This is an optimization exercise on Yosys and OpenROAD, whose aim is small area, not a production implementation. Function was checked by simulation only, so behaviour that the tests miss may differ from the original. Power and IR drop assume default switching activity.

File: flow/config.mk
export PLATFORM = sky130hd
export DESIGN_NAME = dualcore
export DESIGN_NICKNAME = dualcore
export VERILOG_FILES = /design/flow/design.v
export SDC_FILE = /design/flow/constraint.sdc
export NUM_CORES = 8
export LEC_CHECK = 0
export CAP_MARGIN = 0
export CORE_MARGIN = 2
export CORE_UTILIZATION = 65
export CTS_BUF_LIST = sky130_fd_sc_hd__clkbuf_16
export CTS_CLUSTER_DIAMETER = 60
export CTS_CLUSTER_SIZE = 30
export SLEW_MARGIN = 0
File: flow/flow/abc_area.script
strash
ifraig
scorr
dc2
strash
&get -n
&dch -f
&nf -R 1000
&put
topo
File: flow/standard.sh
#!/bin/bash
# synth_recipe.tcl (not shown) runs the flow's synth.tcl, then flattens the netlist and writes it again
# the make line also repeats each setting of config.mk as NAME=value (left out here)
make -C /OpenROAD-flow-scripts/flow DESIGN_CONFIG=/design/flow/config.mk WORK_HOME=/design/flow/orfs CLKGATE_MAP_FILE= SYNTH_SCRIPT=/design/flow/synth_recipe.tcl "${@:-finish}"
File: flow/design.v
module processor(
    input clk,
    input reset,
    input [24-1:0]  instruction,
    output reg[16-1:0] data,
    output[8-1:0]          pcCounter,
    output [2-1:0] rwToMem,
    output [16-1:0] addrToMem,
    output [16-1:0] dataToMem,
    input wire cacheEn,
    input wire[16-1:0] dataFromMem
);
reg[8-1:0]          counter;
reg[2-1:0] state;
reg[16-1:0]        regFile[4-1:0];
wire[4-1:0] op        = instruction[23:20];
wire[1:0] ri                 = instruction[17:16];
wire[16-1:0] insData = instruction[15:0];
wire [16-1:0] rdata  = regFile[ri];
assign pcCounter = counter;
wire inMem = (state == 2'd2);
assign rwToMem   = inMem ? {1'b0, op[1]} : 2'd2;
assign addrToMem = insData;
assign dataToMem = rdata;
wire setW = (state == 2'd1) && (op == 4'd3);
wire ldW  = (state == 2'd2) && cacheEn && !op[1];
wire [16-1:0] wd = ({16{setW && !reset}} & insData) |
                           ({16{ldW  && !reset}} & dataFromMem);
integer k;
always @(posedge clk)
    for(k = 0; k < 4; k = k + 1)
        if(reset || ((setW || ldW) && ri == k))
            regFile[k] <= wd;
always @(posedge clk) begin
    if(reset) begin
        data       <= 0;
        counter    <= 0;
        state      <= 2'd0;
    end
    else case(state)
        2'd0: state <= 2'd1;
        2'd1: case(op)
            4'd0, 4'd3: begin counter <= counter + 1'b1; state <= 2'd0; end
            4'd4: begin data <= rdata; counter <= counter + 1'b1; state <= 2'd0; end
            4'd1, 4'd2: state <= 2'd2;
            default: state <= 2'd3;
        endcase
        2'd2: if(cacheEn) begin
            counter <= counter + 1'b1;
            state   <= 2'd0;
        end
        default: ;
    endcase
end
endmodule
module cache(
    input clk,
    input reset,
    input[2-1:0] rwFromCPU,
    input[16-1:0]    addrFromCPU,
    input[16-1:0]    dataFromCPU,
    input[16-1:0]    dataFromMem,
    input                 memEn,
    input                 havMsgFromCache,
    input                 allowReadFromCache,
    input                 rmFromCache,
    input                 wmFromCache,
    input[16-1:0] allowReadFromCacheAddr,
    input                 bcTagFromCache,
    input                 tagsEqual,
    input[16-1:0] addrFromCache,
    output reg                    cacheEnToCPU,
    output [16-1:0]    dataToCPU,
    output [2-1:0] rwToMem,
    output [16-1:0]    addrToMem,
    output [16-1:0]    dataToMem,
    output reg havMsgToCache,
    output reg allowReadToCache,
    output reg[16-1:0] allowReadToCacheAddr,
    output [16-1:0] tag,
    output reg bcTag,
    output reg rmToCache,
    output reg wmToCache
);
reg [4-1:0] state;
reg [16-1:0]  addr;
assign tag = addr;
reg [16-1:0]  cacheLine;
reg stall;
wire isInvalid = (state == 4'hb) || (state == 4'hc) || (state == 4'hd);
wire idel      = (rwFromCPU == 2'd2);
wire match     = (addrFromCPU == addr);
wire rm        = (rwFromCPU == 2'd0  ) && (isInvalid  || !match);
wire rh        = (rwFromCPU == 2'd0  ) && (!isInvalid && match);
wire wm        = (rwFromCPU == 2'd1  ) && (isInvalid  || !match);
wire wh        = (rwFromCPU == 2'd1  ) && (!isInvalid && match);
wire snoop     = havMsgFromCache && (bcTagFromCache ? tagsEqual : addrFromCache == addr);
wire snoopRm   = snoop && rmFromCache;
wire snoopWm   = snoop && wmFromCache;
wire okOther   = allowReadFromCache || allowReadFromCacheAddr != addrFromCPU;
wire okOwn     = allowReadFromCache || allowReadToCacheAddr   != addrFromCPU;
wire isWB = (state == 4'h2) || (state == 4'h3) ||
            (state == 4'h4)  || (state == 4'h5);
wire isRD = (state == 4'h6) || (state == 4'h7) || (state == 4'h9) ||
            (state == 4'ha) || (state == 4'hc) || (state == 4'hd);
assign rwToMem     = isWB ? 2'd1 : isRD ? 2'd0 : 2'd2;
assign addrToMem   = isWB ? addr : addrFromCPU;
assign dataToMem   = cacheLine;
assign dataToCPU   = cacheLine;
always @(posedge clk) begin
    if(reset) begin
        cacheEnToCPU         <= 0;
        havMsgToCache        <= 0;
        allowReadToCache     <= 1;
        rmToCache            <= 0;
        wmToCache            <= 0;
        state                <= 4'hb;
        stall                <= 0;
        allowReadToCacheAddr <= 0;
    end
    else begin
        cacheEnToCPU <= 0;
        case(state)
            4'h1: begin
                if(snoopRm) begin
                    havMsgToCache        <= 0;
                    allowReadToCache     <= 0;
                    allowReadToCacheAddr <= addr;
                    rmToCache            <= 0;
                    wmToCache            <= 0;
                    stall                <= 0;
                    state                <= 4'h2;
                end
                else if(snoopWm) begin
                    havMsgToCache        <= 0;
                    allowReadToCache     <= 0;
                    allowReadToCacheAddr <= addr;
                    stall                <= 0;
                    state                <= 4'h3;
                end
                else if(rh) begin
                    cacheEnToCPU         <= 1;
                    havMsgToCache        <= 0;
                    allowReadToCache     <= 1;
                    allowReadToCacheAddr <= 0;
                    rmToCache            <= 0;
                    wmToCache            <= 0;
                    stall                <= 0;
                end
                else if(wh) begin
                    cacheEnToCPU         <= 1;
                    havMsgToCache        <= 0;
                    allowReadToCache     <= 0;
                    allowReadToCacheAddr <= 0;
                    rmToCache            <= 0;
                    wmToCache            <= 0;
                    stall                <= 0;
                    cacheLine            <= dataFromCPU;
                end
                else if(rm) begin
                    havMsgToCache        <= 1;
                    allowReadToCache     <= 0;
                    allowReadToCacheAddr <= addr;
                    bcTag                <= 0;
                    rmToCache            <= 1;
                    wmToCache            <= 0;
                    stall                <= 0;
                    state                <= 4'h5;
                end
                else if(wm) begin
                    havMsgToCache        <= 1;
                    allowReadToCache     <= 0;
                    allowReadToCacheAddr <= addr;
                    bcTag                <= 0;
                    rmToCache            <= 0;
                    wmToCache            <= 1;
                    stall                <= 0;
                    state                <= 4'h4;
                end
            end
            4'h2: begin
                if(memEn) begin
                    allowReadToCache <= 1;
                    state            <= 4'h8;
                end
                else
                    allowReadToCache <= 0;
            end
            4'h3: begin
                if(memEn) begin
                    state            <= 4'hb;
                    allowReadToCache <= 1;
                    stall            <= !idel;
                end
            end
            4'h4: begin
                if(memEn && okOther) begin
                    allowReadToCache     <= 0;
                    allowReadToCacheAddr <= addrFromCPU;
                    state                <= 4'h6;
                end
            end
            4'h5: begin
                if(memEn)
                    state <= 4'h7;
            end
            4'h6: begin
                if(memEn) begin
                    addr          <= addrFromCPU;
                    cacheLine     <= dataFromCPU;
                    cacheEnToCPU  <= 1;
                    havMsgToCache <= 0;
                    wmToCache     <= 0;
                    bcTag         <= 1;
                    state         <= 4'h1;
                end
            end
            4'h7: begin
                if(memEn) begin
                    cacheLine        <= dataFromMem;
                    addr             <= addrFromCPU;
                    cacheEnToCPU     <= 1;
                    allowReadToCache <= 1;
                    havMsgToCache    <= 0;
                    rmToCache        <= 0;
                    bcTag            <= 1;
                    state            <= 4'h8;
                end
            end
            4'h8: begin
                if(snoopRm) begin
                end
                else if(snoopWm) begin
                    state <= 4'hb;
                end
                else if(rh) begin
                    cacheEnToCPU <= 1;
                end
                else if(wh) begin
                    cacheLine    <= dataFromCPU;
                    cacheEnToCPU <= 1;
                    state        <= 4'h1;
                end
                else if(rm) begin
                    havMsgToCache <= 1;
                    rmToCache     <= 1;
                    bcTag         <= 0;
                    if(okOther)
                        state <= 4'h9;
                end
                else if(wm) begin
                    havMsgToCache <= 1;
                    wmToCache     <= 1;
                    bcTag         <= 0;
                    if(okOwn) begin
                        state                <= 4'ha;
                        allowReadToCache     <= 0;
                        allowReadToCacheAddr <= addrFromCPU;
                    end
                end
                else begin
                    havMsgToCache <= 0;
                    wmToCache     <= 0;
                    rmToCache     <= 0;
                end
            end
            4'h9: begin
                if(memEn) begin
                    cacheLine     <= dataFromMem;
                    addr          <= addrFromCPU;
                    cacheEnToCPU  <= 1;
                    havMsgToCache <= 0;
                    rmToCache     <= 0;
                    bcTag         <= 1;
                    state         <= 4'h8;
                end
            end
            4'ha: begin
                if(memEn) begin
                    addr          <= addrFromCPU;
                    cacheLine     <= dataFromCPU;
                    cacheEnToCPU  <= 1;
                    havMsgToCache <= 0;
                    rmToCache     <= 0;
                    bcTag         <= 1;
                    state         <= 4'h1;
                end
            end
            4'hb: begin
                if(rm) begin
                    havMsgToCache <= 1;
                    rmToCache     <= 1;
                    bcTag         <= 0;
                    if(okOwn) begin
                        if(!stall)
                            state <= 4'hc;
                        else
                            stall <= 0;
                    end
                end
                else if(wm) begin
                    havMsgToCache <= 1;
                    wmToCache     <= 1;
                    bcTag         <= 0;
                    if(okOther) begin
                        if(!stall) begin
                            state                <= 4'hd;
                            allowReadToCache     <= 0;
                            allowReadToCacheAddr <= addrFromCPU;
                        end
                        else
                            stall <= 0;
                    end
                end
                else
                    havMsgToCache <= 0;
            end
            4'hc: begin
                if(memEn) begin
                    cacheLine    <= dataFromMem;
                    addr         <= addrFromCPU;
                    cacheEnToCPU <= 1;
                    rmToCache    <= 0;
                    bcTag        <= 1;
                    state        <= 4'h8;
                end
            end
            4'hd: begin
                if(memEn) begin
                    addr          <= addrFromCPU;
                    cacheLine     <= dataFromCPU;
                    cacheEnToCPU  <= 1;
                    havMsgToCache <= 0;
                    wmToCache     <= 0;
                    bcTag         <= 1;
                    state         <= 4'h1;
                end
            end
            default: ;
        endcase
    end
end
endmodule
module memBus(
    input clk,
    input reset,
    input wire[2-1:0] rwFromCacheA,
    input wire[16-1:0]    addrFromCacheA,
    input wire[16-1:0]    dataFromCacheA,
    output reg[16-1:0]    dataToCacheA,
    output memEnA,
    input wire[2-1:0] rwFromCacheB,
    input wire[16-1:0]    addrFromCacheB,
    input wire[16-1:0]    dataFromCacheB,
    output reg[16-1:0]    dataToCacheB,
    output memEnB
);
reg [2:0] phase;     
reg       isWr;
reg       prefer;    
reg       cs;        
reg       memEn;
reg [4:0] maddr;
reg [4:0] ph;
assign memEnA = memEn & ~cs;
assign memEnB = memEn &  cs;
wire reqA  = (rwFromCacheA != 2'd2);
wire reqB  = (rwFromCacheB != 2'd2);
wire idle  = (phase == 0);
wire grant = idle && (reqA || reqB);
wire selB  = prefer ? reqB : !reqA;
wire [2-1:0] rwSel = selB ? rwFromCacheB : rwFromCacheA;
wire [4:0] addrSel = selB ? addrFromCacheB[4:0] : addrFromCacheA[4:0];
always @(posedge clk) begin
    if(reset) begin
        phase  <= 0;
        prefer <= 0;
        memEn  <= 0;
    end
    else case(phase)
        3'd0: begin
            memEn <= 0;
            if(grant) begin
                cs    <= selB;
                isWr  <= rwSel == 2'd1;
                maddr <= addrSel;
                phase <= 1;
            end
        end
        3'd6: begin
            memEn  <= 1;
            prefer <= ~cs;
            phase  <= 7;
        end
        3'd7: phase <= 0;
        default: phase <= phase + 1'b1;
    endcase
end
always @(posedge clk) begin
    if(reset) ph <= 0;
    else      ph <= ph + 1'b1;
end
reg zdone;
always @(posedge clk) begin
    if(reset)          zdone <= 0;
    else if(ph == 5'd7) zdone <= 1;
end
wire zero = reset || !zdone;
wire       curB  = idle ? selB : cs;
wire       curWr = idle ? (rwSel == 2'd1) : isWr;
wire [4:0] pos   = (idle ? addrSel : maddr) + ph;
wire       rdWin = !reset && (grant || (phase != 0 && phase != 7)) && !curWr;
wire       wrWin = !reset && (grant || phase != 0) && curWr;
wire [16-1:0] wdata = zero ? {16{1'b0}} : curB ? dataFromCacheB : dataFromCacheA;
reg [16-1:0] ring [0:31];
reg [16-1:0] rdata;
reg hit;
always @* begin
    hit = 1'b1;
    case(pos)
        5'd0:  rdata = ring[0];
        5'd7:  rdata = ring[7];
        5'd14: rdata = ring[14];
        5'd21: rdata = ring[21];
        5'd27: rdata = ring[27];
        default: begin hit = 1'b0; rdata = {16{1'bx}}; end
    endcase
end
genvar p;
generate for(p = 0; p < 32; p = p + 1) begin : g_ring
    localparam integer PREV = (p + 31) % 32;
    if(p % 8 == 0) begin : g_tap
        wire ins = zero || (wrWin && (pos == PREV));
        always @(posedge clk)
            ring[p] <= ins ? wdata : ring[PREV];
    end
    else begin : g_pass
        always @(posedge clk)
            ring[p] <= ring[PREV];
    end
end endgenerate
wire [16-1:0] rword = zero ? {16{1'b0}} : rdata;
always @(posedge clk) begin
    if(rdWin && hit) begin
        if(curB) dataToCacheB <= rword;
        else     dataToCacheA <= rword;
    end
end
endmodule
module dualcore(
    input clk,
    input reset,
    input  [24-1:0]  ins_code1_proc1,
    input  [24-1:0]  ins_code2_proc2,
    output [8-1:0]   pc_proc1_code1,
    output [8-1:0]   pc_proc2_code2,
    output [16-1:0] dataOut1,
    output [16-1:0] dataOut2
);
wire[2-1:0] rw_P1_C1,rw_P2_C2;
wire                  en_C1_P1,en_C2_P2;
wire [16-1:0] addr_P1_C1,addr_P2_C2;
wire [16-1:0] data_P1_C1,data_P2_C2;
wire [16-1:0] data_C1_P1,data_C2_P2;
wire[16-1:0]data_M_C1,data_M_C2;
wire en_M_C1,en_M_C2;
wire[2-1:0]rw_C1_M,rw_C2_M;
wire[16-1:0] addr_C1_M,addr_C2_M;
wire[16-1:0] data_C1_M,data_C2_M;
wire msg_C2_C1,msg_C1_C2;
wire allowRead_C2_C1,allowRead_C1_C2;
wire [16-1:0] allowReadAddr_C1_C2,allowReadAddr_C2_C1;
wire[16-1:0] tag_C1,tag_C2;
wire bcTag_C1,bcTag_C2;
wire tagsEqual = (tag_C1 == tag_C2);
wire rm_C2_C1,rm_C1_C2,wm_C2_C1,wm_C1_C2;
processor P1(
    .clk(clk), .reset(reset),
    .instruction(ins_code1_proc1), .data(dataOut1), .pcCounter(pc_proc1_code1),
    .rwToMem(rw_P1_C1), .addrToMem(addr_P1_C1), .dataToMem(data_P1_C1),
    .cacheEn(en_C1_P1), .dataFromMem(data_C1_P1)
);
processor P2(
    .clk(clk), .reset(reset),
    .instruction(ins_code2_proc2), .data(dataOut2), .pcCounter(pc_proc2_code2),
    .rwToMem(rw_P2_C2), .addrToMem(addr_P2_C2), .dataToMem(data_P2_C2),
    .cacheEn(en_C2_P2), .dataFromMem(data_C2_P2)
);
cache C1(
    .clk(clk), .reset(reset),
    .rwFromCPU(rw_P1_C1), .addrFromCPU(addr_P1_C1), .dataFromCPU(data_P1_C1),
    .cacheEnToCPU(en_C1_P1), .dataToCPU(data_C1_P1),
    .dataFromMem(data_M_C1), .memEn(en_M_C1), .rwToMem(rw_C1_M),
    .addrToMem(addr_C1_M), .dataToMem(data_C1_M),
    .havMsgFromCache(msg_C2_C1), .allowReadFromCache(allowRead_C2_C1),
    .allowReadFromCacheAddr(allowReadAddr_C2_C1), .addrFromCache(addr_P2_C2),
    .bcTagFromCache(bcTag_C2), .tagsEqual(tagsEqual),
    .rmFromCache(rm_C2_C1), .wmFromCache(wm_C2_C1),
    .havMsgToCache(msg_C1_C2), .allowReadToCache(allowRead_C1_C2),
    .allowReadToCacheAddr(allowReadAddr_C1_C2), .tag(tag_C1), .bcTag(bcTag_C1),
    .rmToCache(rm_C1_C2), .wmToCache(wm_C1_C2)
);
cache C2(
    .clk(clk), .reset(reset),
    .rwFromCPU(rw_P2_C2), .addrFromCPU(addr_P2_C2), .dataFromCPU(data_P2_C2),
    .cacheEnToCPU(en_C2_P2), .dataToCPU(data_C2_P2),
    .dataFromMem(data_M_C2), .memEn(en_M_C2), .rwToMem(rw_C2_M),
    .addrToMem(addr_C2_M), .dataToMem(data_C2_M),
    .havMsgFromCache(msg_C1_C2), .allowReadFromCache(allowRead_C1_C2),
    .allowReadFromCacheAddr(allowReadAddr_C1_C2), .addrFromCache(addr_P1_C1),
    .bcTagFromCache(bcTag_C1), .tagsEqual(tagsEqual),
    .rmFromCache(rm_C1_C2), .wmFromCache(wm_C1_C2),
    .havMsgToCache(msg_C2_C1), .allowReadToCache(allowRead_C2_C1),
    .allowReadToCacheAddr(allowReadAddr_C2_C1), .tag(tag_C2), .bcTag(bcTag_C2),
    .rmToCache(rm_C2_C1), .wmToCache(wm_C2_C1)
);
memBus mb(
    .clk(clk), .reset(reset),
    .rwFromCacheA(rw_C1_M), .addrFromCacheA(addr_C1_M), .dataFromCacheA(data_C1_M),
    .dataToCacheA(data_M_C1), .memEnA(en_M_C1),
    .rwFromCacheB(rw_C2_M), .addrFromCacheB(addr_C2_M), .dataFromCacheB(data_C2_M),
    .dataToCacheB(data_M_C2), .memEnB(en_M_C2)
);
endmodule
File: flow/flow/synth.tcl
# The standard synthesis (synth_recipe.tcl), with ABC run on our own
# script: the -script argument that ORFS passes to abc is replaced.
proc abc {args} {
  set i [lsearch -exact $args -script]
  if { $i >= 0 } {
    lset args [expr { $i + 1 }] $::env(OWN_ABC_SCRIPT)
  }
  yosys abc {*}$args
}
source $::env(FLOW_SYNTH_TCL)
File: flow/constraint.sdc
create_clock -name core_clock -period 10.0 [get_ports {clk}]
set_input_delay 2.0000 -clock core_clock [delete_from_list [all_inputs] [get_ports {clk}]]
set_output_delay 2.0000 -clock core_clock [all_outputs]
set_load 0.01 [all_outputs]
File: flow/flow/run.sh
#!/bin/bash
# Own layout flow: the standard ORFS flow (standard.sh), with two changes:
#  - synthesis maps logic with an area-oriented ABC script (abc_area.script
#    here) instead of ORFS's delay-driven one; everything else in synthesis,
#    including flip-flop mapping, is the standard synthesis script
#    (synth_recipe.tcl), which synth.tcl here sources;
#  - the input and output port buffers are the smallest buffer cell.
# Each tool's output is in the ORFS logs under orfs/logs; make's own output
# goes to make.log in this folder.
set -euo pipefail
WORK=$(pwd)
export OWN_ABC_SCRIPT="$WORK/flow/abc_area.script"
export FLOW_SYNTH_TCL="$WORK/synth_recipe.tcl"
sed -e "s#SYNTH_SCRIPT=[^ ]*#SYNTH_SCRIPT=$WORK/flow/synth.tcl#" standard.sh > standard_own.sh
bash standard_own.sh "BUFFER_PORTS_ARGS=-buffer_cell sky130_fd_sc_hd__buf_1" finish > make.log 2>&1
==> results of run 1 <==
==> worst min path at each step <==
stage,end,cells after the start
floorplan,mb.ring[10][0],0
global placement,mb.ring[12][9],0
detailed placement,mb.ring[9][3],0
CTS,mb.ring[26][12],0
global route,mb.ring[17][12],0
finish,mb.ring[17][12],0
==> per-layer routing <==
layer  GRT usage, %  wire [um]  up-vias
met5              0          7        -
met2          58.11      37320     1273
met3          5.438       7996      250
li1               -          -     8607
met4          18.29       4425        2
met1          48.71      30730     9552
==> state kept, by name (all words and copies together), names as in the netlist, 4 cells and up <==
signal / cells
C1.addr: 16
mb.dataToCacheA: 16
C2.allowReadToCacheAddr: 16
C2.cacheLine: 16
P2.counter: 8
mb.maddr: 5
mb.ph: 5
P2.regFile: 64
C2.addr: 16
mb.ring: 512
P2.data: 16
C1.state: 4
P1.data: 16
C2.state: 4
P1.regFile: 64
C1.allowReadToCacheAddr: 16
C1.cacheLine: 16
mb.dataToCacheB: 16
P1.counter: 8
==> cell usage after synthesis, types with 2 or more instances <==
master,number,area (um2)
o31ai_1,4,30.03
a311oi_1,18,157.7
o21ai_0,113,565.5
o21a_1,4,30.03
a31oi_1,92,575.6
mux2i_1,13,130.1
o211a_1,2,20.02
a222oi_1,52,520.5
nand4_1,20,125.1
nand2b_1,14,87.58
a21o_1,8,60.06
edfxtp_1,233,6997
o211ai_1,10,75.07
a21oi_1,71,355.3
o2111ai_1,5,43.79
a2bb2oi_1,2,17.52
a22oi_1,15,112.6
a211oi_1,17,127.6
and4_1,3,26.28
dfxtp_1,627,12550
nor2b_1,18,112.6
nor4_1,29,181.4
a2111oi_0,15,131.4
mux2_1,3,33.78
nor3b_1,2,15.01
xnor2_1,49,429.2
nand4b_1,2,17.52
nor3_1,51,255.2
and2_0,13,81.33
nor2_1,189,709.4
o22ai_1,18,112.6
or3_1,5,31.28
a22o_1,64,560.5
ha_1,17,212.7
nand2_1,211,792.0
nand3_1,45,225.2
or4_1,2,15.01
a221oi_1,5,43.79
clkinv_1,59,221.5
or2_0,8,50.05
xor2_1,55,481.7
o221ai_1,7,61.31
and3_1,17,106.4
==> final cells by class <==
type	count	area, um2	area share [%]
clock inverters	29	327.8	1.071
multi-input cells	1300	7909	25.85
repair buffers	144	733.2	2.396
diodes	2	5.005	0.01636
well taps	539	674.4	2.204
clock buffers	47	1176	3.844
flip-flops and latches	860	19550	63.89
inverters	59	221.5	0.7238
==> power breakdown <==
group          internal [mW]  switching [mW]  leakage, nW
combinational          0.564            1.24         3.12
sequential              3.81           0.188         7.38
clock                  0.955            1.17        0.757
total                   5.33            2.60         11.3
==> logic make-up (layout without fill, tap and decap cells) <==
kind of cell | Yosys count | count (layout)
flops | 860 | 860
simple gates | 630 | 630
compound gates | 532 | 532
xor+xnor | 104 | 104
buf+inv | 59 | 279
fa+ha+maj | 18 | 18
mux | 16 | 16
other cells | 0 | 2
==> flow_summary.ini, run 1 <==
[outcome]
status = timing/DRC/antenna clean

[cts]
cts_max_level = 2
clkLatencyLatePin_ps = 620
postCtsHoldBufs = 0
post_cts_buffers = 0
clock_sinks = 860
post_cts_resize_count = 0
cts_buffers = 45
cts_buffer_depth = 3
path_clk_slew_ps = 120
tritoncts = yes
root_buffer = clkbuf_16

[timing]
slew_violations = 0
hold-worst-slack_ps = 326.5
fmax_mhz = 144.1
fin_crit_ps = 6939
finalWorstSetupSlack_ps = 3061
tightest_slew_ps = 1398
rsz0062_at_grt = no
finalSetupTns_ps = 0
relSlewSlack_pct = 6.442
timing.final.crit_share_pct = 69.39
finalSetupViolCount = 0
skew_ps = 41.25
hold_viol_final = 0

[yosys]
synth_edf_count = 233
syn_area_per_cell_um2 = 12.44
syn_area_um2 = 27610
yosys_warnings = 5
synth_top_family_by_area = compound AO/OA/AOI/OAI gates
synth_cells = 2219
ys_types = 55
ys_ff_latch = 860
syn_nets = 2287
synth_mux_area_share_pct = 0.5936
synth_fa_ha_area_share_pct = 0.8428
synth_seq_area_share_pct = 70.80
synthFlopType = dfxtp_1
synth_compound_area_share_pct = 13.38
synthArstFlopShare_pct = 0
yosys.area_share.simple_pct = 10.29
synth_xor_area_share_pct = 3.299

[critical_path]
critPathKind = reg -> reg
path_buf_inv = 6
cp.required_ps = 10350
crit_family = simple AND/OR/NAND/NOR gates
regToRegStartpoint = C2.state[2]
endpoint = mb.dataToCacheB[3]
timing.rr.end = mb.dataToCacheB[3]
path_max_fanout = 17
cpPeakStageDelay_ps = 620
reg2reg_slack_ps = 3060
cpMostUsedCell = nor2_1
critPathCaptureType = flop
crit_start = C2.state[2]
crit_arrival_ps = 7290
cp_slowest_cell = nor4_2
crit_cells = 27
rr_worst_depth = 27
worst_setup_path_start_kind = flop

[route]
drt_iter0_drc = 2574
avgRoutedWirePerCell_um = 27.01
firstDrtPassIters = 6
wirelength_um = 80480
ant_nets = 0
drcViolationCount = 0
viasPerCell = 6.605
vias = 19680

[layout]
fin_cells = 2980
layout_common_cells = dfxtp_1 (627), edfxtp_1 (233), nand2_1 (211), nor2_1 (186), o21ai_0 (112)
drive_above_1_share_pct = 5.494
utilization_pct = 72.94
fin_area_um2 = 30600
syn_to_final_growth_pct = 10.81
nets = 2478
fillers = 2614
final_common_cell = dfxtp_1

[worst_hold_path]
hp-class = reg -> reg
hp-start = mb.ring[16][12]

[global_routing]
grt_start_max_net_pins = 63
grt_pass1_wl_um = 119400
antenna_found_initial = 3
grt_pass1_vias = 19040
track_usage_pct = 36.25
grt_overflow = 0

[floorplan]
die-area_um2 = 44140
initial_core_util_pct = 65.83
fp-row-count = 75
core_area_um2 = 41950
io_pins = 98
die_h_um = 210.1
die_x_um = 210.1

[placed_design]
placed_area_um2 = 29090
dp_slack_ps = 3022
gp_congestion = 0.9734
hpwl_um = 51170
placedCellCount = 2902
port_buffers = 93

[power_and_ir_drop]
irDropWorstVdd_mv = 0.2366
total_power_mw = 7.927
p_leak_nw = 11.26
p_per_area_nw_per_um2 = 259.1

[run]
max_cap_viol_count = 0
==> inputs of run 2 (changes only) <==
--- a/flow/config.mk
+++ b/flow/config.mk
@@ -10,5 +10,5 @@
 export CORE_UTILIZATION = 65
-export CTS_BUF_LIST = sky130_fd_sc_hd__clkbuf_16
+export CTS_BUF_LIST = sky130_fd_sc_hd__clkbuf_8 sky130_fd_sc_hd__clkbuf_16
 export CTS_CLUSTER_DIAMETER = 60
-export CTS_CLUSTER_SIZE = 30
+export CTS_CLUSTER_SIZE = 25
 export SLEW_MARGIN = 0
==> run 2 against run 1 <==
  * Worst hold slack lost 14 ps
  * Power up 0.97%
  * Clock-buffer cell count up 3
  * Register-to-register slack lost 130 ps
  * Via count shrank 0.18%
  * Utilization grew 0.13 points
  * Clock skew decreased by 6.6 ps
  * Sequential power barely moved
  * Non-clock buffer count is the same
  * Sequential share of layout area down 0.11 points
  * Critical path depth shrank 3
  * Worst setup slack worse by 130 ps
  * Critical path type unchanged
  * Highest routed layer is now met4
==> flow_summary.ini, run 2 <==
[yosys]
synth_top_family_by_area = compound AO/OA/AOI/OAI gates
synth_fa_ha_area_share_pct = 0.8428
syn_area_um2 = 27610
synth_cells = 2219
yosys.area.top_type_share_pct = 45.46
synth_compound_area_share_pct = 13.38
synthArstFlopShare_pct = 0
yosysTopAreaCell = dfxtp_1
synth_most_common_cell = dfxtp_1
synth_seq_area_share_pct = 70.80
ys_ff_latch = 860
ys_types = 55
yosys_warnings = 5
yosys-top-cells-area = dfxtp_1 (45%), edfxtp_1 (25%), nand2_1 (2.9%), nor2_1 (2.6%), a31oi_1 (2.1%)
syn_area_per_cell_um2 = 12.44
yosys-top-cells-count = dfxtp_1 (627), edfxtp_1 (233), nand2_1 (211)
synth_xor_area_share_pct = 3.299
syn_nets = 2287
synth_edf_count = 233
yosys.area_share.simple_pct = 10.29
synth_mux_area_share_pct = 0.5936
synthFlopType = dfxtp_1

[layout]
drive_above_1_share_pct = 5.574
fillers = 2609
reg.largest.list = mb.ring x512, P1.regFile x64, P2.regFile x64
fin_area_um2 = 30650
syn_to_final_growth_pct = 11.01
layout_common_cells = dfxtp_1 (627), edfxtp_1 (233), nand2_1 (211), nor2_1 (186), o21ai_0 (112)
regMostFlops = mb.ring
nets = 2481
n_antenna_cell = 0
largest_register_ffs = 512
final_common_cell = dfxtp_1

[worst_hold_path]
hold_end = mb.ring[7][3]
whs_path_depth = 0
hp-start = mb.ring[6][3]
hp-class = reg -> reg

[route]
ant_nets = 0
vias = 19650
viasPerCell = 6.596
drcViolationCount = 0
drt_iter0_drc = 2489
firstDrtPassIters = 8
wirelength_um = 80010
avgRoutedWirePerCell_um = 26.86

[timing]
hold_viol_final = 0
finalSetupViolCount = 0
finalSetupTns_ps = 0
fmax_mhz = 141.4
rsz0062_at_grt = no
relSlewSlack_pct = 13.32
slew_violations = 0
tightest_slew_ps = 1295
fin_crit_ps = 7070
timing.final.crit_share_pct = 70.70
skew_ps = 34.66

[cts]
cts_buffer_depth = 3
postCtsHoldBufs = 0
cts_buffers = 48
post_cts_resize_count = 0
cts_max_level = 2
clock_sinks = 860
path_clk_slew_ps = 110
clkLatencyLatePin_ps = 650
post_cts_buffers = 0
root_buffer = clkbuf_16
tritoncts = yes

[floorplan]
io_pins = 98
core_area_um2 = 41950
fp-row-count = 75
initial_core_util_pct = 65.83
die-area_um2 = 44140
die_h_um = 210.1
die_x_um = 210.1

[power_and_ir_drop]
total_power_mw = 8.004
p_int_mw = 5.357
power.share.clock_pct = 27.4
p_leak_nw = 11.29
irDropWorstVdd_mv = 0.1955
swShare_pct = 33.07
p_per_area_nw_per_um2 = 261.1
pwr-share-comb_pct = 22.7
switchingPower_mw = 2.647
seqPwrFrac_pct = 50.0

[placed_design]
port_buffers = 93
gp_congestion = 0.9734
hpwl_um = 51170
placed_area_um2 = 29090

[global_routing]
track_usage_pct = 36.19
grt_start_max_net_pins = 63
antenna_found_initial = 1
grt_pass1_wl_um = 119000
grt_overflow = 0
grt_pass1_vias = 19110

[critical_path]
regToRegStartpoint = C1.state[3]
timing.rr.end = mb.dataToCacheA[3]
critPathKind = reg -> reg
rr_worst_depth = 24
worst_setup_path_start_kind = flop
critPathCaptureType = flop
crit_arrival_ps = 7460
path_max_fanout = 17
cp.required_ps = 10390
reg2reg_slack_ps = 2930

[run]
max_cap_viol_count = 0

[outcome]
status = timing/DRC/antenna clean
run 2: how the worst max path moves through the flow:
stage          slack [ps]             endpoint  depth (start not counted)          startpoint
2_1_floorplan        1950   mb.dataToCacheB[0]                         25         C2.state[2]
4_1_cts              3100  mb.dataToCacheB[15]                         26         C1.state[3]
3_3_place_gp         3090  mb.dataToCacheA[13]                         22  ins_code2_proc2[1]
6_report             2930   mb.dataToCacheA[3]                         24         C1.state[3]
5_1_grt              2510   mb.dataToCacheA[7]                         29         C2.state[2]
3_5_place_dp         3020  mb.dataToCacheB[13]                         22  ins_code2_proc2[1]
run 2: power by group through the flow:
stage / combinational [mW] / sequential (mW) / clock (mW)
6_report: 1.81 / 4.00 / 2.19
5_1_grt: 1.94 / 4.02 / 2.30
4_1_cts: 1.76 / 4.00 / 2.20
3_5_place_dp: 1.73 / 4.07 / 0
3_3_place_gp: 1.70 / 4.06 / 0
2_1_floorplan: 1.12 / 4.00 / 0
run 2: worst max-delay path, stage by stage (launching register included):
cell and delay (ps):
dfxtp_1 530, nand2b_1 250, nor2_1 120, a21oi_1 720
nand2_1 350, o21ai_0 230, buf_4 210, o211ai_1 100
o21ai_0 160, nor2_1 70, nor2_1 180, ha_1 210
clkinv_1 90, fa_1 440, clkinv_1 80, a21o_1 140
a21oi_1 110, xor2_1 180, xnor2_1 590, nor2_1 120
buf_4 270, nor4_2 690, buf_4 390, a222oi_1 160
a21oi_1 400
run 2: cells by family after synthesis:
group,after synthesis
xor gates and xnor gates,104
muxes,16
and+or+nand+nor,630
AOI/OAI and AO/OA,532
buffers and inverters,59
DFF,860
adders and majority gates,18
run 2: final cells by class:
class	count	area [um2]	share of cell area, %
Sequential cell	860	19550	63.78
Multi-Input combinational cell	1300	7909	25.80
Clock buffer	50	1240	4.045
Timing Repair Buffer	144	733.2	2.392
Tap cell	539	674.4	2.200
Clock inverter	27	324.1	1.057
Inverter	59	221.5	0.7225
run 2: layer usage:
| metal | wire (um) | up-vias | global-route usage [%] |
|---|---|---|---|
| met5 | 0 | - | 0 |
| met4 | 4358 | 0 | 17.68 |
| met3 | 7971 | 244 | 6.168 |
| met2 | 37270 | 1335 | 58.04 |
| met1 | 30410 | 9451 | 48.31 |
| li1 | - | 8619 | - |
run 2: stage by stage:
stage	hold slack (ps)	setup slack (ps)	utilization [%]	instances
6_report	312.3	2930	73.07	2979
4_1_cts	324.5	3100	73.07	2979
2_1_floorplan	309.6	1945	-	2219
3_3_place_gp	309.5	3086	69.34	2902
5_1_grt	324.3	2514	73.07	2979
3_5_place_dp	312.1	3022	69.34	2902
==> inputs of run 3 (changes only) <==
--- a/flow/config.mk
+++ b/flow/config.mk
@@ -10,5 +10,5 @@
 export CORE_UTILIZATION = 65
-export CTS_BUF_LIST = sky130_fd_sc_hd__clkbuf_8 sky130_fd_sc_hd__clkbuf_16
-export CTS_CLUSTER_DIAMETER = 60
-export CTS_CLUSTER_SIZE = 25
+export CTS_BUF_LIST = sky130_fd_sc_hd__clkbuf_8
+export CTS_CLUSTER_DIAMETER = 45
+export CTS_CLUSTER_SIZE = 18
 export SLEW_MARGIN = 0
==> run 3 against run 2 <==
  * Combinational power about the same
  * Critical path depth up 5
  * Highest routed layer unchanged
  * Design area down 0.27%
  * Die area unchanged
  * Still clean on timing, DRC and antenna
==> flow_summary.ini, run 3 <==
[layout]
syn_to_final_growth_pct = 10.70
layout_common_cells = dfxtp_1 (627), edfxtp_1 (233), nand2_1 (211), nor2_1 (186), o21ai_0 (112)
nets = 2504
reg.largest.list = mb.ring x512, P1.regFile x64, P2.regFile x64
fillers = 2656
final_common_cell = dfxtp_1
drive_above_1_share_pct = 6.704
largest_register_ffs = 512
regMostFlops = mb.ring

[power_and_ir_drop]
p_per_area_nw_per_um2 = 256.9
p_leak_nw = 11.29
irDropWorstVdd_mv = 0.2550
total_power_mw = 7.852

[global_routing]
grt_overflow = 0
grt_pass1_wl_um = 117200
track_usage_pct = 35.56
grt_pass1_vias = 19050
antenna_found_initial = 2
grt_start_max_net_pins = 63

[route]
avgRoutedWirePerCell_um = 25.97
ant_nets = 0
wirelength_um = 78330
drt_iter0_drc = 2513
viasPerCell = 6.487
vias = 19570
drcViolationCount = 0
firstDrtPassIters = 6

[critical_path]
crit_arrival_ps = 7190
path_buf_inv = 7
worst_setup_path_start_kind = flop
cp_slowest_cell = nor4_2
cpMostUsedCell = nor2_1
cpPeakStageDelay_ps = 640
critPathCaptureType = flop
path_max_fanout = 17
critPathKind = reg -> reg
crit_family = simple AND/OR/NAND/NOR gates
cp.required_ps = 10420

[yosys]
yosysTopAreaCell = dfxtp_1
synth_edf_count = 233
synthArstFlopShare_pct = 0
yosys_warnings = 5
syn_area_um2 = 27610
yosys.area.top_type_share_pct = 45.46
syn_nets = 2287
ys_types = 55
synth_most_common_cell = dfxtp_1
synthFlopType = dfxtp_1
yosys-top-cells-count = dfxtp_1 (627), edfxtp_1 (233), nand2_1 (211)
ys_ff_latch = 860
synth_seq_area_share_pct = 70.80
synth_cells = 2219
syn_area_per_cell_um2 = 12.44
yosys-top-cells-area = dfxtp_1 (45%), edfxtp_1 (25%), nand2_1 (2.9%), nor2_1 (2.6%), a31oi_1 (2.1%)

[timing]
finalSetupTns_ps = 0
timing.final.crit_share_pct = 67.77
relSlewSlack_pct = 12.00
fmax_mhz = 147.6
finalSetupViolCount = 0
skew_ps = 61.81
rsz0062_at_grt = no
slew_violations = 0
tightest_slew_ps = 1315
hold_viol_final = 0
fin_crit_ps = 6777
hold-worst-slack_ps = 302.1
finalWorstSetupSlack_ps = 3223

[cts]
post_cts_buffers = 0
clock_sinks = 860
post_cts_resize_count = 0
root_buffer = clkbuf_8
path_clk_slew_ps = 100
postCtsHoldBufs = 0
tritoncts = yes
clkLatencyLatePin_ps = 690
cts_buffers = 71
cts_buffer_depth = 3
cts_max_level = 3

[floorplan]
fp-row-count = 75
die_x_um = 210.1
core_area_um2 = 41950
die_h_um = 210.1
die-area_um2 = 44140
io_pins = 98
initial_core_util_pct = 65.83

[outcome]
status = timing/DRC/antenna clean

[placed_design]
gp_congestion = 0.9734
hpwl_um = 51170
port_buffers = 93
dp_slack_ps = 3022

[worst_hold_path]
hp-class = reg -> reg

[run]
max_cap_viol_count = 0
## run 3: final cells by class
| type | count | area (um2) | share of cell area, % |
|---|---|---|---|
| Multi-Input combinational cell | 1300 | 7909 | 25.87 |
| Inverter | 59 | 221.5 | 0.7245 |
| Antenna cell | 1 | 2.502 | 0.008187 |
| Timing Repair Buffer | 144 | 733.2 | 2.399 |
| Clock inverter | 37 | 431.7 | 1.412 |
| Sequential cell | 860 | 19550 | 63.95 |
| Tap cell | 539 | 674.4 | 2.206 |
| Clock buffer | 76 | 1046 | 3.422 |
## run 3: path summary, 6_finish.rpt
| path | startpoint | endpoint | slack, ps | cells past startpoint |
|---|---|---|---|---|
| worst max-delay path | C2.state[2] | mb.dataToCacheB[6] | 3220 | 29 |
| worst min-delay path | mb.ring[26][14] | mb.ring[27][14] | 300 | 0 |
| worst max register to register | C2.state[2] | mb.dataToCacheB[6] | 3220 | 29 |
| worst min register to register | mb.ring[26][14] | mb.ring[27][14] | 300 | 0 |
## run 3: report_power, final
group | total [mW] | switching [mW] | internal, mW
combinational | 1.78 | 1.22 | 0.564
clock | 2.07 | 1.16 | 0.912
sequential | 4.00 | 0.188 | 3.81
total | 7.85 | 2.56 | 5.29
## run 3: cells by family after synthesis
kind of cell | after synthesis | synth area share [%]
flops | 860 | 70.80
simple gates | 630 | 10.29
compound gates | 532 | 13.38
xor+xnor | 104 | 3.299
buf+inv | 59 | 0.8021
fa+ha+maj | 18 | 0.8428
mux | 16 | 0.5936
## run 3: per-stage QoR
step	std cells	cell area [um2]	utilization [%]
global route	3015	30560	72.87
detailed placement	2902	29090	69.34
global placement	2902	29090	69.34
floorplan	2219	27610	-
CTS	3015	30560	72.87
finish	3016	30570	72.87
## run 3: worst reg2reg max path, delay by kind of cell (launching register included)
family          cells  cell delay, ps
compound gates      7            1170
flops               1             520
fa+ha+maj           2             650
buf+inv             7            1320
simple gates       11            2170
xor+xnor            2             660
## run 3: routing by layer
layer | track usage, % | wire length [um] | vias up
li1 | - | - | 8666
met5 | 0 | 0 | -
met2 | 57.27 | 36610 | 1260
met3 | 6.838 | 7553 | 239
met1 | 46.82 | 30120 | 9400
met4 | 17.17 | 4047 | 0
==> inputs of run 4 (changes only) <==
--- a/flow/flow/run.sh
+++ b/flow/flow/run.sh
@@ -2,3 +2,4 @@
 # Own layout flow: the standard ORFS flow (standard.sh), with two changes:
-#  - synthesis maps logic with an area-oriented ABC script (abc_area.script
+#  - synthesis maps logic with an area-oriented ABC script (abc_area.script,
+#    which runs ABC's &deepsyn for five minutes
 #    here) instead of ORFS's delay-driven one; everything else in synthesis,
==> flow/flow/abc_area.script (replaced) <==
strash
ifraig
scorr
dc2
strash
&get -n
&deepsyn -T 300
&dch -f
&nf -R 1000
&put
topo
--- a/flow/config.mk
+++ b/flow/config.mk
@@ -10,5 +10,5 @@
 export CORE_UTILIZATION = 65
-export CTS_BUF_LIST = sky130_fd_sc_hd__clkbuf_8
-export CTS_CLUSTER_DIAMETER = 45
-export CTS_CLUSTER_SIZE = 18
+export CTS_BUF_LIST = sky130_fd_sc_hd__clkbuf_16
+export CTS_CLUSTER_DIAMETER = 60
+export CTS_CLUSTER_SIZE = 25
 export SLEW_MARGIN = 0
==> run 4 against run 3 <==
  * Still clean
  * Non-clock buffer count down 23
  * Wire length down 0.62%
  * Worst hold slack better by 26 ps
  * Critical endpoint is now mb.dataToCacheB[12]
  * Largest cell class unchanged
==> flow_summary.ini, run 4 <==
[power_and_ir_drop]
p_leak_nw = 10.97
p_per_area_nw_per_um2 = 256.5
irDropWorstVdd_mv = 0.1898

[critical_path]
path_buf_inv = 5
critPathCaptureType = flop
crit_family = simple AND/OR/NAND/NOR gates
cpMostUsedCell = clkinv_1
crit_arrival_ps = 7960
cp.required_ps = 10450
path_max_fanout = 16
critPathKind = reg -> reg
cp_slowest_cell = nor2_2
cpPeakStageDelay_ps = 990
worst_setup_path_start_kind = flop

[yosys]
synthArstFlopShare_pct = 0
syn_nets = 2110
synthFlopType = dfxtp_1
yosys.area.top_type_share_pct = 46.52
synth_edf_count = 233
yosys-top-cells-area = dfxtp_1 (47%), edfxtp_1 (26%), a22o_1 (4.6%), a222oi_1 (3.0%), o22ai_1 (2.0%)
yosysTopAreaCell = dfxtp_1
synth_seq_area_share_pct = 72.45
yosys-top-cells-count = dfxtp_1 (627), edfxtp_1 (233), a22o_1 (143)
synth_cells = 2042
yosys_warnings = 5
syn_area_per_cell_um2 = 13.21
syn_area_um2 = 26980
ys_ff_latch = 860
synth_most_common_cell = dfxtp_1
ys_types = 57

[layout]
fin_area_um2 = 29800
seq_area_um2 = 19550
drive_above_1_share_pct = 5.132
layout_common_cells = dfxtp_1 (627), edfxtp_1 (233), a22o_1 (143), clkinv_1 (130), nand2_1 (127)
regMostFlops = mb.ring
reg.largest.list = mb.ring x512, P1.regFile x64, P2.regFile x64
fillers = 2526
syn_to_final_growth_pct = 10.44
multi_input_area_um2 = 7009
largest_register_ffs = 512
final_common_cell = dfxtp_1
nets = 2282

[cts]
post_cts_buffers = 0
clkLatencyLatePin_ps = 630
postCtsHoldBufs = 0
cts_buffers = 49
root_buffer = clkbuf_16
tritoncts = yes
cts_max_level = 2
clock_sinks = 860
post_cts_resize_count = 0
cts_buffer_depth = 3
path_clk_slew_ps = 100

[route]
drt_iter0_drc = 2670
vias = 18620
ant_nets = 0
viasPerCell = 6.711
firstDrtPassIters = 9
drcViolationCount = 0
avgRoutedWirePerCell_um = 28.05
wirelength_um = 77840

[floorplan]
die_h_um = 207.7
die_x_um = 207.7
die-area_um2 = 43160
initial_core_util_pct = 65.93
io_pins = 98
fp-row-count = 74
core_area_um2 = 40920

[outcome]
status = timing/DRC/antenna clean

[global_routing]
track_usage_pct = 35.58
grt_pass1_wl_um = 115700
grt_overflow = 0
antenna_found_initial = 7
grt_pass1_vias = 18170
grt_start_max_net_pins = 29

[timing]
timing.final.crit_share_pct = 75.14
tightest_slew_ps = 1338
rsz0062_at_grt = no
finalSetupViolCount = 0
skew_ps = 31.83
slew_violations = 0
hold_viol_final = 0
finalSetupTns_ps = 0
relSlewSlack_pct = 10.78
fmax_mhz = 133.1
fin_crit_ps = 7514

[worst_hold_path]
hp-class = reg -> reg

[run]
max_cap_viol_count = 0

[placed_design]
placed_area_um2 = 28270
gp_congestion = 1.020
port_buffers = 93
hpwl_um = 50380
## run 4: cell types whose count changed after synthesis, sizes merged, moves of 57 or more
cell	delta
a31oi	-69
nor2	-75
a22o	+79
o22ai	+67
nand2	-84
o21ai	-57
clkinv	+71
## run 4: layout make-up
type / count / area share [%]
Antenna cell: 2 / 0.01679
Clock buffer: 50 / 4.199
Clock inverter: 28 / 0.9153
Inverter: 130 / 1.637
Multi-Input combinational cell: 1052 / 23.52
Sequential cell: 860 / 65.60
Tap cell: 532 / 2.234
Timing Repair Buffer: 121 / 1.881
## run 4: power by group
part,switching (mW),internal [mW]
clock,1.19,0.950
sequential,0.268,3.83
combinational,0.919,0.485
## run 4: path summary, 6_finish.rpt
check | to | from | cells past startpoint | slack, ps
setup / recovery | mb.dataToCacheB[12] | C2.state[1] | 27 | 2490
hold / removal | mb.ring[21][1] | mb.ring[20][1] | 0 | 330
setup reg to reg | mb.dataToCacheB[12] | C2.state[1] | 27 | 2490
hold reg to reg | mb.ring[21][1] | mb.ring[20][1] | 0 | 330
## run 4: logic make-up after synthesis
logic type,after synthesis,share of synthesized area (%)
buffers and inverters,130,1.808
xor gates and xnor gates,36,1.168
AOI/OAI and AO/OA,541,15.31
and+or+nand+nor,441,7.734
adders and majority gates,18,0.8625
DFF,860,72.45
muxes,16,0.6677
## run 4: through the flow
| stage | utilization, % | instances | hold slack (ps) | total power [mW] | setup slack, ps |
|---|---|---|---|---|---|
| 3_3_place_gp | 69.08 | 2695 | 309.6 | 5.480 | 3243 |
| 6_report | 72.82 | 2775 | 328.1 | 7.644 | 2486 |
| 4_1_cts | 72.81 | 2773 | 327.5 | 7.606 | 2754 |
| 2_1_floorplan | - | 2042 | 309.6 | 5.004 | 4189 |
| 3_5_place_dp | 69.08 | 2695 | 312.1 | 5.508 | 3068 |
| 5_1_grt | 72.81 | 2773 | 331.1 | 7.899 | 1989 |
## run 4: metal layers
metal,up-vias,share of wire [%],track usage (%)
li1,8063,-,-
met1,9091,38,46.92
met2,1199,47,58.00
met3,263,9.7,6.581
met4,6,4.8,15.80
met5,-,0.053,0
==> inputs of run 5 (changes only) <==
--- a/flow/flow/run.sh
+++ b/flow/flow/run.sh
@@ -2,5 +2,5 @@
 # Own layout flow: the standard ORFS flow (standard.sh), with two changes:
-#  - synthesis maps logic with an area-oriented ABC script (abc_area.script,
-#    which runs ABC's &deepsyn for five minutes
-#    here) instead of ORFS's delay-driven one; everything else in synthesis,
+#  - synthesis maps logic with an area-oriented ABC script (abc_area.script
+#    here, which runs ABC's &deepsyn for five minutes) instead of ORFS's
+#    delay-driven one; everything else in synthesis,
 #    including flip-flop mapping, is the standard synthesis script
==> run 5 against run 4 <==
  * Clock power barely moved
  * First-iteration DRC count did not move
  * Design area did not move
  * Worst hold slack did not move
  * Combinational power barely moved
  * Critical path depth did not move
  * Maximum frequency did not move
  * Still clean
  * Wire length did not move
  * Critical path type unchanged
  * Register-to-register slack barely moved
  * Clock skew did not move
  * Synthesized area did not move
  * Flip-flop and latch count did not move
  * Highest routed layer unchanged
==> flow_summary.ini, run 5 <==
[layout]
reg.largest.list = mb.ring x512, P1.regFile x64, P2.regFile x64
fillers = 2526
layout_common_cells = dfxtp_1 (627), edfxtp_1 (233), a22o_1 (143), clkinv_1 (130), nand2_1 (127)
nets = 2282
syn_to_final_growth_pct = 10.44
drive_above_1_share_pct = 5.132
final_common_cell = dfxtp_1
largest_register_ffs = 512
regMostFlops = mb.ring

[critical_path]
crit_start = C2.state[1]
reg2reg_slack_ps = 2490
regToRegStartpoint = C2.state[1]
rr_worst_depth = 27
crit_arrival_ps = 7960
worst_setup_path_start_kind = flop
timing.rr.end = mb.dataToCacheB[12]
critPathKind = reg -> reg
critPathCaptureType = flop
cp.required_ps = 10450
path_max_fanout = 16

[route]
drt_iter0_drc = 2670
avgRoutedWirePerCell_um = 28.05
vias = 18620
viasPerCell = 6.711
drcViolationCount = 0
firstDrtPassIters = 9
wirelength_um = 77840
ant_nets = 0

[cts]
post_cts_resize_count = 0
clkLatencyLatePin_ps = 630
clock_sinks = 860
postCtsHoldBufs = 0
cts_buffers = 49
path_clk_slew_ps = 100
cts_buffer_depth = 3
tritoncts = yes
root_buffer = clkbuf_16
post_cts_buffers = 0
cts_max_level = 2

[placed_design]
gp_congestion = 1.020
port_buffers = 93
hpwl_um = 50380

[floorplan]
die_h_um = 207.7
fp-row-count = 74
die-area_um2 = 43160
core_area_um2 = 40920
initial_core_util_pct = 65.93
io_pins = 98
die_x_um = 207.7

[timing]
slew_violations = 0
hold_viol_final = 0
finalSetupViolCount = 0
timing.final.crit_share_pct = 75.14
hold-worst-slack_ps = 328.1
rsz0062_at_grt = no
tightest_slew_ps = 1338
relSlewSlack_pct = 10.78
finalSetupTns_ps = 0
skew_ps = 31.83
fmax_mhz = 133.1
fin_crit_ps = 7514

[run]
max_cap_viol_count = 0

[yosys]
synthFlopType = dfxtp_1
yosys-top-cells-count = dfxtp_1 (627), edfxtp_1 (233), a22o_1 (143)
ys_types = 57
yosys_warnings = 5
ys_ff_latch = 860
synthArstFlopShare_pct = 0
yosys-top-cells-area = dfxtp_1 (47%), edfxtp_1 (26%), a22o_1 (4.6%), a222oi_1 (3.0%), o22ai_1 (2.0%)
synth_cells = 2042
yosysTopAreaCell = dfxtp_1
synth_seq_area_share_pct = 72.45
syn_area_per_cell_um2 = 13.21
synth_edf_count = 233
synth_most_common_cell = dfxtp_1
syn_nets = 2110
syn_area_um2 = 26980
yosys.area.top_type_share_pct = 46.52

[outcome]
status = timing/DRC/antenna clean

[global_routing]
grt_pass1_wl_um = 115700
grt_start_max_net_pins = 29
track_usage_pct = 35.58
grt_pass1_vias = 18170
grt_overflow = 0
antenna_found_initial = 7

[worst_hold_path]
hold_end = mb.ring[21][1]
whs_path_depth = 0
hp-start = mb.ring[20][1]
hp-class = reg -> reg

[power_and_ir_drop]
p_per_area_nw_per_um2 = 256.5
irDropWorstVdd_mv = 0.1898
total_power_mw = 7.644
p_leak_nw = 10.97
[run 5: cell counts in the layout (fill, tap and decap cells not counted)]
Identical to the previous run, type by type.
[run 5: worst max-delay path, cell delays in order, from the launching register on]
cell and delay, ps:
dfxtp_1 590, clkinv_1 250, nor2_1 370, nand2_1 90, o21ai_0 110, a211oi_1 100, nor2_1 270, or2_0 300
nand2_1 110, o21a_1 150, clkinv_1 80, and2_0 330, a222oi_1 170, a31oi_1 340, ha_1 230, clkinv_1 80
fa_1 460, clkinv_1 70, a21o_1 110, a21oi_1 70, xnor2_1 140, xnor2_1 530, clkinv_1 330, nor2_1 270
nand3_1 140, nor2_2 990, a222oi_1 370, nand3_1 280
[run 5: through the flow]
| step | utilization (%) | std cells | area, um2 | setup slack (ps) |
|---|---|---|---|---|
| after CTS | 72.81 | 2773 | 29800 | 2754 |
| after floorplan | - | 2042 | 26980 | 4189 |
| final | 72.82 | 2775 | 29800 | 2486 |
| after global placement | 69.08 | 2695 | 28270 | 3243 |
| after detailed placement | 69.08 | 2695 | 28270 | 3068 |
| after global routing | 72.81 | 2773 | 29800 | 1989 |
[run 5: logic make-up (layout without fill, tap and decap cells)]
group / after synthesis / in the layout / share of synthesized area, %
flops: 860 / 860 / 72.45
compound gates: 541 / 541 / 15.31
simple gates: 441 / 441 / 7.734
buf+inv: 130 / 329 / 1.808
xor+xnor: 36 / 36 / 1.168
fa+ha+maj: 18 / 18 / 0.8625
mux: 16 / 16 / 0.6677
other cells: 0 / 2 / 0
[run 5: routing by layer]
metal  part of all wire (%)  track usage [%]
met1                     38            46.92
met2                     47            58.00
met3                    9.7            6.581
met4                    4.8            15.80
met5                  0.053                0
[run 5: cell type report]
class | instances | area [um2] | area share, %
repair buffers | 121 | 560.5 | 1.881
inverters | 130 | 488.0 | 1.637
diodes | 2 | 5.005 | 0.01679
flip-flops and latches | 860 | 19550 | 65.60
well taps | 532 | 665.6 | 2.234
multi-input cells | 1052 | 7009 | 23.52
clock inverters | 28 | 272.8 | 0.9153
clock buffers | 50 | 1251 | 4.199
[run 5: worst max path at each step]
stage                                      to  slack [ps]
after floorplan            mb.dataToCacheB[0]        4190
after global placement    mb.dataToCacheA[14]        3240
after detailed placement  mb.dataToCacheA[14]        3070
after CTS                 mb.dataToCacheB[12]        2750
after global routing       mb.dataToCacheB[0]        1990
final                     mb.dataToCacheB[12]        2490
[run 5: power breakdown]
part	internal (mW)	switching, mW
clock	0.950	1.19
sequential	3.83	0.268
combinational	0.485	0.919
total	5.27	2.37
==> inputs of run 6 (changes only) <==
--- a/flow/config.mk
+++ b/flow/config.mk
@@ -9,3 +9,3 @@
 export CORE_MARGIN = 2
-export CORE_UTILIZATION = 65
+export CORE_UTILIZATION = 70
 export CTS_BUF_LIST = sky130_fd_sc_hd__clkbuf_16
==> run 6 against run 5 <==
  * Still clean
  * Combinational power grew 6%
  * Sequential power is essentially flat
  * Flip-flop and latch count is the same
  * Global-route usage grew 5.0 points
  * Wire length grew 5.1%
==> flow_summary.ini, run 6 <==
[global_routing]
antenna_found_initial = 3
track_usage_pct = 40.58
grt_overflow = 0
grt_start_max_net_pins = 51
grt_pass1_vias = 18820
grt_pass1_wl_um = 122000

[yosys]
yosys.area.top_type_share_pct = 46.52
syn_nets = 2110
synthArstFlopShare_pct = 0
ys_ff_latch = 860
synthFlopType = dfxtp_1
synth_cells = 2042
yosys-top-cells-area = dfxtp_1 (47%), edfxtp_1 (26%), a22o_1 (4.6%), a222oi_1 (3.0%), o22ai_1 (2.0%)
synth_most_common_cell = dfxtp_1
yosys-top-cells-count = dfxtp_1 (627), edfxtp_1 (233), a22o_1 (143)
syn_area_um2 = 26980
ys_types = 57
yosys_warnings = 5
synth_edf_count = 233
syn_area_per_cell_um2 = 13.21
synth_seq_area_share_pct = 72.45
yosysTopAreaCell = dfxtp_1

[power_and_ir_drop]
p_leak_nw = 11.00
irDropWorstVdd_mv = 0.2756
total_power_mw = 7.764
p_per_area_nw_per_um2 = 260.6

[layout]
reg.largest.list = mb.ring x512, P1.regFile x64, P2.regFile x64
largest_register_ffs = 512
drive_above_1_share_pct = 4.953
syn_to_final_growth_pct = 10.42
nets = 2281
regMostFlops = mb.ring
final_common_cell = dfxtp_1
layout_common_cells = dfxtp_1 (627), edfxtp_1 (233), a22o_1 (143), clkinv_1 (131), nand2_1 (127)

[critical_path]
crit_start = C1.state[1]
cp.required_ps = 10490
critPathCaptureType = flop
crit_arrival_ps = 8460
cpPeakStageDelay_ps = 910
regToRegStartpoint = C1.state[1]
cp_slowest_cell = nor2_2
cpMostUsedCell = clkinv_1
path_max_fanout = 16
worst_setup_path_start_kind = flop
critPathKind = reg -> reg

[timing]
tightest_slew_ps = 1395
relSlewSlack_pct = 6.640
timing.final.crit_share_pct = 79.73
rsz0062_at_grt = no
skew_ps = 59.82
hold_viol_final = 0
fin_crit_ps = 7973
slew_violations = 0
fmax_mhz = 125.4
finalSetupTns_ps = 0
finalSetupViolCount = 0

[route]
avgRoutedWirePerCell_um = 29.68
ant_nets = 0
viasPerCell = 7.070
firstDrtPassIters = 10
wirelength_um = 81780
vias = 19480
drt_iter0_drc = 3227
drcViolationCount = 0

[cts]
root_buffer = clkbuf_16
cts_buffer_depth = 3
clock_sinks = 860
post_cts_resize_count = 0
tritoncts = yes
clkLatencyLatePin_ps = 660
cts_max_level = 2
cts_buffers = 48
path_clk_slew_ps = 100
postCtsHoldBufs = 0
post_cts_buffers = 0

[floorplan]
die_h_um = 200.3
io_pins = 98
die-area_um2 = 40130
fp-row-count = 71
die_x_um = 200.3
core_area_um2 = 37840
initial_core_util_pct = 71.30

[outcome]
status = timing/DRC/antenna clean

[worst_hold_path]
hp-class = reg -> reg
hp-start = mb.ring[10][11]

[placed_design]
port_buffers = 93
gp_congestion = 1.022
hpwl_um = 51330

[run]
max_cap_viol_count = 0
-- run 6: cell counts after synthesis --
Identical to the previous run, type by type.
-- run 6: layout make-up --
| class | instances | area [um2] |
|---|---|---|
| Clock inverter | 29 | 321.6 |
| Multi-Input combinational cell | 1052 | 7003 |
| Timing Repair Buffer | 121 | 560.5 |
| Antenna cell | 3 | 7.507 |
| Inverter | 130 | 488.0 |
| Sequential cell | 860 | 19550 |
| Tap cell | 511 | 639.4 |
| Clock buffer | 49 | 1226 |
| Fill cell | 1980 | 8049 |
-- run 6: logic make-up (layout without fill, tap and decap cells) --
logic type	after synthesis	in the layout	synth area share [%]
AO/OA/AOI/OAI	541	541	15.31
XOR/XNOR	36	36	1.168
adder cells (fa/ha/maj)	18	18	0.8625
buffers and inverters	130	329	1.808
flip-flops	860	860	72.45
multiplexers	16	16	0.6677
other	0	3	0
AND/OR/NAND/NOR	441	441	7.734
-- run 6: path summary, 6_finish.rpt --
path / endpoint / slack (ps) / cells after the start
worst min-delay path: mb.ring[11][11] / 320 / 0
worst max-delay path: mb.dataToCacheB[12] / 2030 / 27
worst max register to register: mb.dataToCacheB[12] / 2030 / 27
worst min register to register: mb.ring[11][11] / 320 / 0
-- run 6: per-stage QoR --
stage / util, % / hold slack [ps] / worst slack, ps / std cells / instance area, um2
floorplan: - / 309.6 / 4189 / 2042 / 26980
global placement: 74.62 / 309.8 / 3285 / 2674 / 28240
detailed placement: 74.62 / 312.1 / 2894 / 2674 / 28240
CTS: 78.71 / 316.9 / 2355 / 2752 / 29790
global route: 78.71 / 323.1 / 1689 / 2752 / 29790
finish: 78.73 / 322.3 / 2027 / 2755 / 29790
-- run 6: critical path, delay by kind of cell (launching register included) --
kind / cells / cell delay [ps]
adder cells (fa/ha/maj): 2 / 550
AO/OA/AOI/OAI: 8 / 2240
flip-flops: 1 / 450
XOR/XNOR: 2 / 780
buffers and inverters: 6 / 970
AND/OR/NAND/NOR: 9 / 2810
-- run 6: per-layer routing --
layer | share of wire, % | vias up | GRT usage, %
met3 | 13 | 402 | 10.19
met4 | 6.1 | 0 | 20.66
met5 | 0 | - | 0
li1 | - | 8055 | -
met1 | 35 | 9256 | 52.49
met2 | 46 | 1764 | 64.20
-- run 6: report_power, final --
group          switching, mW  internal, mW
registers              0.274          3.83
logic                   1.00         0.490
clock network           1.22         0.945
==> inputs of run 7 (changes only) <==
--- a/flow/flow/run.sh
+++ b/flow/flow/run.sh
@@ -3,3 +3,3 @@
 #  - synthesis maps logic with an area-oriented ABC script (abc_area.script
-#    here, which runs ABC's &deepsyn for five minutes) instead of ORFS's
+#    here, which runs ABC's &deepsyn for ten minutes) instead of ORFS's
 #    delay-driven one; everything else in synthesis,
==> flow/flow/abc_area.script (replaced) <==
strash
ifraig
scorr
dc2
strash
&get -n
&deepsyn -T 600
&dch -f
&nf -R 1000
&put
topo
--- a/flow/config.mk
+++ b/flow/config.mk
@@ -9,3 +9,3 @@
 export CORE_MARGIN = 2
-export CORE_UTILIZATION = 70
+export CORE_UTILIZATION = 65
 export CTS_BUF_LIST = sky130_fd_sc_hd__clkbuf_16
==> run 7 against run 6 <==
  * Largest power group unchanged
  * Clock power about the same
  * Worst hold slack better by 5.8 ps
  * Non-clock buffer count unchanged
  * Sequential power about the same
  * Register-to-register slack gained 460 ps
  * Via count fell by 4.4%
  * Wire length decreased by 4.8%
  * Power fell by 1.5%
  * Sequential share of layout area about the same
  * Still clean on timing, DRC and antenna
  * Utilization is 5.9 points lower
  * Critical path type unchanged
  * Clock skew is 28 ps lower
  * Clock-buffer cell count up 1
==> flow_summary.ini, run 7 <==
[yosys]
ys_types = 57
synth_most_common_cell = dfxtp_1
yosys_warnings = 5
ys_ff_latch = 860
yosys.area.top_type_share_pct = 46.52
synth_edf_count = 233
syn_nets = 2110
yosys-top-cells-count = dfxtp_1 (627), edfxtp_1 (233), a22o_1 (143)
yosys-top-cells-area = dfxtp_1 (47%), edfxtp_1 (26%), a22o_1 (4.6%), a222oi_1 (3.0%), o22ai_1 (2.0%)
syn_area_per_cell_um2 = 13.21
yosysTopAreaCell = dfxtp_1
synth_cells = 2042
synth_seq_area_share_pct = 72.45
syn_area_um2 = 26980
synthArstFlopShare_pct = 0
synthFlopType = dfxtp_1

[floorplan]
io_pins = 98
initial_core_util_pct = 65.93
die_h_um = 207.7
die-area_um2 = 43160
die_x_um = 207.7
core_area_um2 = 40920
fp-row-count = 74

[route]
viasPerCell = 6.711
drcViolationCount = 0
firstDrtPassIters = 9
avgRoutedWirePerCell_um = 28.05
vias = 18620
ant_nets = 0
wirelength_um = 77840
drt_iter0_drc = 2670

[global_routing]
grt_pass1_vias = 18170
grt_use_met2_pct = 58.00
track_usage_pct = 35.58
grt_overflow = 0
gr-usage-met3_pct = 6.581
grt_use_met1_pct = 46.92
antenna_found_initial = 7
grt_pass1_wl_um = 115700
grt_start_max_net_pins = 29
gr-max-usage-layer = met2

[layout]
fin_area_um2 = 29800
seq_area_um2 = 19550
multi_input_area_um2 = 7009
drive_above_1_share_pct = 5.132
largest_register_ffs = 512
syn_to_final_growth_pct = 10.44
fillers = 2526
layout_common_cells = dfxtp_1 (627), edfxtp_1 (233), a22o_1 (143), clkinv_1 (130), nand2_1 (127)
final_common_cell = dfxtp_1
nets = 2282
regMostFlops = mb.ring
utilization_pct = 72.82
reg.largest.list = mb.ring x512, P1.regFile x64, P2.regFile x64

[power_and_ir_drop]
p_per_area_nw_per_um2 = 256.5
total_power_mw = 7.644
p_leak_nw = 10.97
irDropWorstVdd_mv = 0.1898

[cts]
clock_sinks = 860
cts_buffer_depth = 3
path_clk_slew_ps = 100
tritoncts = yes
post_cts_buffers = 0
cts_max_level = 2
post_cts_resize_count = 0
clkLatencyLatePin_ps = 630
root_buffer = clkbuf_16
cts_buffers = 49
postCtsHoldBufs = 0

[worst_hold_path]
hp-class = reg -> reg

[critical_path]
path_max_fanout = 16
worst_setup_path_start_kind = flop
cp_slowest_cell = nor2_2
cpMostUsedCell = clkinv_1
critPathKind = reg -> reg
crit_arrival_ps = 7960
cpPeakStageDelay_ps = 990
cp.required_ps = 10450
critPathCaptureType = flop

[timing]
finalSetupTns_ps = 0
timing.final.crit_share_pct = 75.14
slew_violations = 0
rsz0062_at_grt = no
fmax_mhz = 133.1
finalWorstSetupSlack_ps = 2486
finalSetupViolCount = 0
fin_crit_ps = 7514
tightest_slew_ps = 1338
hold_viol_final = 0
relSlewSlack_pct = 10.78
skew_ps = 31.83

[placed_design]
gp_congestion = 1.020
placed_area_um2 = 28270
dp_slack_ps = 3068
port_buffers = 93
hpwl_um = 50380

[run]
max_cap_viol_count = 0

[outcome]
status = timing/DRC/antenna clean
==> run 7: cell count changes in the layout (fill, tap and decap cells not counted), sizes merged <==
cell | before | now
clkbuf | 50 | 51
clkinv | 137 | 136
clkinvlp | 0 | 4
diode | 3 | 2
inv | 22 | 18
==> run 7: logic make-up after synthesis <==
| logic type | count (synthesis) | share of synthesized area, % |
|---|---|---|
| buffers and inverters | 130 | 1.808 |
| adders and majority gates | 18 | 0.8625 |
| and+or+nand+nor | 441 | 7.734 |
| muxes | 16 | 0.6677 |
| AOI/OAI and AO/OA | 541 | 15.31 |
| xor gates and xnor gates | 36 | 1.168 |
| DFF | 860 | 72.45 |
==> run 7: per-layer routing <==
layer | up-vias | part of all wire [%] | wire (um)
met2 | 1199 | 47 | 36940
li1 | 8063 | - | -
met3 | 263 | 9.7 | 7523
met1 | 9091 | 38 | 29610
met4 | 6 | 4.8 | 3724
met5 | - | 0.053 | 41
==> run 7: worst paths after layout <==
check | endpoint | cells past startpoint | startpoint | slack (ps)
worst max-delay path | mb.dataToCacheB[12] | 27 | C2.state[1] | 2490
worst min-delay path | mb.ring[21][1] | 0 | mb.ring[20][1] | 330
worst max register to register | mb.dataToCacheB[12] | 27 | C2.state[1] | 2490
worst min register to register | mb.ring[21][1] | 0 | mb.ring[20][1] | 330
==> run 7: where the power goes <==
part | leakage [nW] | internal, mW | switching (mW)
Clock | 0.763 | 0.950 | 1.19
Sequential | 7.38 | 3.83 | 0.268
Combinational | 2.83 | 0.485 | 0.919
Total | 11.0 | 5.27 | 2.37
==> run 7: metrics by stage <==
step	hold slack, ps	std cells
after global routing	331.1	2773
after floorplan	309.6	2042
after detailed placement	312.1	2695
after global placement	309.6	2695
after CTS	327.5	2773
final	328.1	2775
==> run 7: final cells by class <==
type,count,share of cell area (%)
Clock inverter,28,0.9153
Antenna cell,2,0.01679
Inverter,130,1.637
Clock buffer,50,4.199
Multi-Input combinational cell,1052,23.52
Sequential cell,860,65.60
Timing Repair Buffer,121,1.881
Tap cell,532,2.234
==> run 7: critical path, delay by kind of cell (launching register included) <==
family / cells / cell delay [ps]
compound gates: 8 / 1420
xor+xnor: 2 / 670
fa+ha+maj: 2 / 690
buf+inv: 5 / 810
flops: 1 / 590
simple gates: 10 / 3150

## what the ideal ports hide
How much do the figures lean on ideal ports? The routed layouts below were timed once more, with nothing changed but the port constraints. Step 1, drivers: a clkbuf_16 drives clk and a buf_2 each remaining input, both assumed. Step 2, shift: input delay + t, output delay - t, t = (earliest + latest rising clock arrival at the registers) / 2. This alone moves slack from input paths to output paths. a / b / c = no drivers / after step 1 / after step 2; a / b = the first two.
run | t (ns) | slack for setup (ns) | worst hold slack (ns) | worst setup path at the end | worst slew at a driven data input, ns
run 1 | 0.653 | 3.061 / 3.061 / 2.627 | 0.327 / 0.327 / 0.327 | input to register | 0.04
run 2 | 0.683 | 2.930 / 2.930 / 2.541 | 0.312 / 0.312 / 0.312 | input to register | 0.04
run 3 | 0.718 | 3.223 / 3.223 / 2.869 | 0.302 / 0.302 / 0.302 | input to register | 0.04
run 4 | 0.676 | 2.486 / 2.486 / 2.486 | 0.328 / 0.328 / 0.328 | register to register | 0.10
run 5 | 0.676 | 2.486 / 2.486 / 2.486 | 0.328 / 0.328 / 0.328 | register to register | 0.10
run 6 | 0.686 | 2.027 / 2.027 / 2.027 | 0.322 / 0.322 / 0.322 | register to register | 0.10
run 7 | 0.676 | 2.486 / 2.486 / 2.486 | 0.328 / 0.328 / 0.328 | register to register | 0.10
After both steps setup and hold are still met in every run listed. For run 1, which loses most, drivers alone change the setup slack by 0.000 ns; drivers and shift together by -0.434 ns.
